Background: an optimization exercise with open tools, aiming at small area. Do not read the settings as production practice. Only simulation tests tie the RTL to the original design; equivalence was not proved. No driver is modelled on the clock port, so clock power and skew are understated where the tree is cut down; a real chip needs a root buffer or a tree. Power figures rest on the tool's default switching activity, not on a simulated workload.

## before
==> flow/design.v <==
module sram_bit (
    input  wire q,
    input  wire load,
    input  wire col,
    input  wire hold,
    output wire d
);
    assign d = ~((q | load) & (col | hold));
endmodule
module sram_nand2 (
    input  wire a,
    input  wire b,
    output wire y
);
    assign y = ~(a & b);
endmodule
module sram_nor2 (
    input  wire a,
    input  wire b,
    output wire y
);
    assign y = ~(a | b);
endmodule
module sram_or4 (
    input  wire a,
    input  wire b,
    input  wire c,
    input  wire d,
    output wire y
);
    assign y = a | b | c | d;
endmodule
module sram_nand4 (
    input  wire a,
    input  wire b,
    input  wire c,
    input  wire d,
    output wire y
);
    assign y = ~(a & b & c & d);
endmodule
module sram_aoi222 (
    input  wire a0,
    input  wire s0,
    input  wire a1,
    input  wire s1,
    input  wire a2,
    input  wire s2,
    output wire y
);
    assign y = ~((a0 & s0) | (a1 & s1) | (a2 & s2));
endmodule
module sram_nand3 (
    input  wire a,
    input  wire b,
    input  wire c,
    output wire y
);
    assign y = ~(a & b & c);
endmodule
module sram_rd48 (
    input  wire [47:0] q,
    input  wire [47:0] sel,
    output wire        one
);
    wire [15:0] y;
    wire [3:0]  o;
    genvar k;
    generate
        for (k = 0; k < 16; k = k + 1) begin : unit
            sram_aoi222 u (.a0(q[k]), .s0(sel[k]), .a1(q[16+k]), .s1(sel[16+k]),
                           .a2(q[32+k]), .s2(sel[32+k]), .y(y[k]));
        end
        for (k = 0; k < 4; k = k + 1) begin : quad
            sram_nand4 u (.a(y[4*k]), .b(y[4*k+1]), .c(y[4*k+2]), .d(y[4*k+3]), .y(o[k]));
        end
    endgenerate
    sram_or4 u_one (.a(o[0]), .b(o[1]), .c(o[2]), .d(o[3]), .y(one));
endmodule
module sram_rd16 (
    input  wire [15:0] q,
    input  wire [15:0] sel,
    output wire [1:0]  o
);
    wire [5:0] y;
    genvar k;
    generate
        for (k = 0; k < 5; k = k + 1) begin : unit
            sram_aoi222 u (.a0(q[3*k]), .s0(sel[3*k]), .a1(q[3*k+1]), .s1(sel[3*k+1]),
                           .a2(q[3*k+2]), .s2(sel[3*k+2]), .y(y[k]));
        end
    endgenerate
    sram_nand2 u_y5 (.a(q[15]), .b(sel[15]), .y(y[5]));
    sram_nand4 u_o0 (.a(y[0]), .b(y[1]), .c(y[2]), .d(y[3]), .y(o[0]));
    sram_nand2 u_o1 (.a(y[4]), .b(y[5]), .y(o[1]));
endmodule
module sram #(
    parameter ADDR_WIDTH = 8,
    parameter DATA_WIDTH = 8,
    parameter MEM_SIZE   = 1 << ADDR_WIDTH
)(
    input  wire                  clk,
    input  wire                  reset_n,
    input  wire                  chip_enable_n,
    input  wire                  write_enable_n,
    input  wire                  read_enable_n,
    input  wire [ADDR_WIDTH-1:0] address,
    input  wire [DATA_WIDTH-1:0] data_in,
    output wire [DATA_WIDTH-1:0] data_out
);
    localparam IDLE  = 2'b00;
    localparam WRITE = 2'b01;
    localparam READ  = 2'b10;
    reg [1:0] current_state;
    reg [1:0] next_state;
    always @(*) begin
        case (current_state)
            IDLE: begin
                if (!chip_enable_n && !write_enable_n && read_enable_n)
                    next_state = WRITE;
                else if (!chip_enable_n && !read_enable_n && write_enable_n)
                    next_state = READ;
                else
                    next_state = IDLE;
            end
            WRITE:   next_state = (chip_enable_n || write_enable_n) ? IDLE : WRITE;
            READ:    next_state = (chip_enable_n || read_enable_n)  ? IDLE : READ;
            default: next_state = IDLE;
        endcase
    end
    always @(posedge clk or negedge reset_n) begin
        if (!reset_n)
            current_state <= IDLE;
        else
            current_state <= next_state;
    end
    reg live;
    always @(posedge clk or negedge reset_n) begin
        if (!reset_n)
            live <= 1'b0;
        else
            live <= 1'b1;
    end
    reg phase;
    always @(posedge clk or negedge reset_n) begin
        if (!reset_n)
            phase <= 1'b0;
        else
            phase <= !phase;
    end
    wire wr = (current_state == WRITE) && !chip_enable_n && !write_enable_n;
    wire rd = (current_state == READ)  && !chip_enable_n && !read_enable_n;
    wire [DATA_WIDTH-1:0] col_n = ~(data_in ^ {DATA_WIDTH{!phase}});
    wire [15:0] lo, hi;
    genvar i;
    generate
        for (i = 0; i < 16; i = i + 1) begin : pre
            assign lo[i] = (address[3:0] == i);
            assign hi[i] = (address[7:4] == i);
        end
    endgenerate
    wire [15:0] hold, khi, hix;
    generate
        for (i = 0; i < 16; i = i + 1) begin : rowpre
            assign hold[i] = live && !(wr && lo[i]);
            assign khi[i]  = live && !hi[i];
            assign hix[i]  = live && hi[i];
        end
    endgenerate
    wire [DATA_WIDTH-1:0] colx [0:15];
    genvar w, b;
    generate
        for (i = 0; i < 16; i = i + 1) begin : cols
            for (b = 0; b < DATA_WIDTH; b = b + 1) begin : bits
                sram_nand2 u (.a(hix[i]), .b(col_n[b]), .y(colx[i][b]));
            end
        end
    endgenerate
    reg  [DATA_WIDTH-1:0] mem [0:MEM_SIZE-1];
    wire [MEM_SIZE-1:0]   rdq [0:DATA_WIDTH-1];
    generate
        for (w = 0; w < MEM_SIZE; w = w + 1) begin : word
            wire load;
            sram_nor2 u_load (.a(hold[w % 16]), .b(khi[w / 16]), .y(load));
            wire [DATA_WIDTH-1:0] d;
            for (b = 0; b < DATA_WIDTH; b = b + 1) begin : bits
                sram_bit u (.q(mem[w][b]), .load(load), .col(colx[w / 16][b]), .hold(hold[w % 16]), .d(d[b]));
                assign rdq[b][w] = mem[w][b];
            end
            always @(posedge clk)
                mem[w] <= d;
        end
    endgenerate
    wire [15:0] rlo_n = ~lo;
    wire [2:0]  hm_n;
    wire [5:0]  hg;
    wire [47:0] rsel;
    assign hm_n[0] = !(hi[0] || hi[3] || hi[6] || hi[9]  || hi[12] || hi[15]);
    assign hm_n[1] = !(hi[1] || hi[4] || hi[7] || hi[10] || hi[13]);
    assign hm_n[2] = !(hi[2] || hi[5] || hi[8] || hi[11] || hi[14]);
    generate
        for (i = 0; i < 5; i = i + 1) begin : rgrp
            assign hg[i] = hi[3*i] || hi[3*i+1] || hi[3*i+2];
        end
        for (i = 0; i < 48; i = i + 1) begin : rpre
            sram_nor2 u (.a(hm_n[i / 16]), .b(rlo_n[i % 16]), .y(rsel[i]));
        end
    endgenerate
    assign hg[5] = hi[15];
    wire [DATA_WIDTH-1:0] rbit;
    genvar g;
    generate
        for (b = 0; b < DATA_WIDTH; b = b + 1) begin : rbits
            wire [4:0] one;
            wire [1:0] o5;
            wire [2:0] y;
            for (g = 0; g < 5; g = g + 1) begin : grp
                sram_rd48 u (.q(rdq[b][48*g +: 48]), .sel(rsel), .one(one[g]));
            end
            sram_rd16 u_last (.q(rdq[b][240 +: 16]), .sel(rsel[15:0]), .o(o5));
            sram_aoi222 u_ya (.a0(one[0]), .s0(hg[0]), .a1(one[1]), .s1(hg[1]),
                              .a2(one[2]), .s2(hg[2]), .y(y[0]));
            sram_aoi222 u_yb (.a0(one[3]), .s0(hg[3]), .a1(one[4]), .s1(hg[4]),
                              .a2(o5[0]), .s2(hg[5]), .y(y[1]));
            sram_nand2  u_yc (.a(o5[1]), .b(hg[5]), .y(y[2]));
            sram_nand3  u_r  (.a(y[0]), .b(y[1]), .c(y[2]), .y(rbit[b]));
        end
    endgenerate
    assign data_out = rd ? ~(rbit ^ {DATA_WIDTH{phase}}) : {DATA_WIDTH{1'b0}};
endmodule
export LEC_CHECK = 0
export CAP_MARGIN = 20
export CORE_MARGIN = 2
export CORE_UTILIZATION = 70
export SLEW_MARGIN = 10
export SYNTH_HIERARCHICAL = 1
create_clock -name core_clock -period 15.0 [get_ports {clk}]
standard.sh (not shown) runs the stock make flow with config.mk's settings and CLKGATE_MAP_FILE= SYNTH_SCRIPT=/design/flow/synth_recipe.tcl, a recipe that flattens the netlist after the stock synthesis.
==> flow/flow/run.sh <==
#!/bin/bash
# Standard layout, except for the clock tree: TritonCTS runs as usual, then
# the POST_CTS hook replaces its tree with a tree of inverters (see
# clock_tree.tcl).
set -euo pipefail
FLOW_DIR=$(cd "$(dirname "${BASH_SOURCE[0]}")" && pwd)
export CTS_ARGS="-sink_clustering_enable -sink_clustering_size 100 -sink_clustering_max_diameter 500 -dont_use_dummy_load"
export POST_CTS_TCL=$FLOW_DIR/post_cts.tcl
bash standard.sh finish > standard.log 2>&1
==> flow/flow/post_cts.tcl <==
# Replace the clock tree TritonCTS built with an inverter tree.
set flow_dir [file dirname [info script]]
source $flow_dir/clock_tree.tcl
clk_ripup
clk_build 30 8 sky130_fd_sc_hd__inv_16 sky130_fd_sc_hd__inv_16 sky130_fd_sc_hd__inv_4
detailed_placement
estimate_parasitics -placement
check_placement -verbose
Other scripts of this flow, unchanged in this note and not shown: flow/flow/clock_tree.tcl
Per the final summary, before finished and its layout is clean on timing, DRC and antenna.
The inputs of after differ from those of before as listed below.
# before
export LEC_CHECK = 0
export CAP_MARGIN = 20
export CORE_MARGIN = 2
export CORE_UTILIZATION = 70
export SLEW_MARGIN = 10
export SYNTH_HIERARCHICAL = 1
create_clock -name core_clock -period 15.0 [get_ports {clk}]
# after
export LEC_CHECK = 0
export CAP_MARGIN = 15
export CORE_MARGIN = 2
export CORE_UTILIZATION = 70
export SLEW_MARGIN = 10
export SYNTH_HIERARCHICAL = 1
create_clock -name core_clock -period 15.0 [get_ports {clk}]
diff --git a/flow/flow/run.sh b/flow/flow/run.sh
--- a/flow/flow/run.sh
+++ b/flow/flow/run.sh
@@ -2,3 +2,4 @@
-# Standard layout, except for the clock tree: TritonCTS runs as usual, then
-# the POST_CTS hook replaces its tree with a tree of inverters (see
-# clock_tree.tcl).
+# Standard layout, except that:
+# - the ports are buffered with buf_1 cells;
+# - TritonCTS runs as usual, then the POST_CTS hook replaces its tree with a
+#   tree of inverters (see clock_tree.tcl).
@@ -8,0 +10 @@
+export BUFFER_PORTS_ARGS="-buffer_cell sky130_fd_sc_hd__buf_1"
diff --git a/flow/flow/post_cts.tcl b/flow/flow/post_cts.tcl
--- a/flow/flow/post_cts.tcl
+++ b/flow/flow/post_cts.tcl
@@ -5 +5 @@
-clk_build 30 8 sky130_fd_sc_hd__inv_16 sky130_fd_sc_hd__inv_16 sky130_fd_sc_hd__inv_4
+clk_build 34 5 sky130_fd_sc_hd__inv_16 sky130_fd_sc_hd__inv_8 sky130_fd_sc_hd__inv_4
Notes after the runs:
Reported for before and after, die span in y turned out identical to the last digit.
In the metrics for before and after, the one carrying the higher number of antenna violations at the first check in global routing is before.
Looking at cell area after layout, after sits about 0.7% lower than before does.
Going from before to after, the worst path arrival time was found to have gone down by 0.83 ns.
On after: routed wire length is 1600 um higher than what before gave.
Summary of after over before: net switching component of the power decreased about 2.4%, largest stage delay on the critical path increased 0.04 ns, power after layout decreased 130 uW.
Relative to before, worst slack after detailed placement has gone up in after.
before -> after: combinational power share flat
For before, the cell with the biggest individual delay on the critical path was a41oi_4, unlike after, where it was a222oi_1.
In every run of this note, the design's own scripts or RTL, not TritonCTS, make the clock network.

==> re-timing with driven ports <==
The flow's constraints put no driver on any port. The routed layouts listed below were extracted and timed again, unchanged, in two steps.
Step 1, drivers: a clkbuf_16 drives clk and a buf_2 each remaining input, both assumed.
Step 2 also shifts input and output timing later by t, the mid clock arrival at the registers, as if the neighbouring blocks saw the same clock.
a / b / c = ideal / step 1 / step 2; a / b = the first two.
run	t (ns)	setup WS [ns]	hold WS [ns]	latest minus earliest clock arrival (ns)	pins driven straight from the clock port
before	0.631	1.925 / 1.804 / 1.804	0.449 / 0.449 / 0.449	0.097 / 0.097	1
after	0.661	2.746 / 2.634 / 2.634	0.451 / 0.451 / 0.451	0.089 / 0.089	1
After both steps setup and hold are still met in every run listed. For before, which loses most, drivers alone change the setup slack by -0.121 ns; drivers and shift together by -0.121 ns.
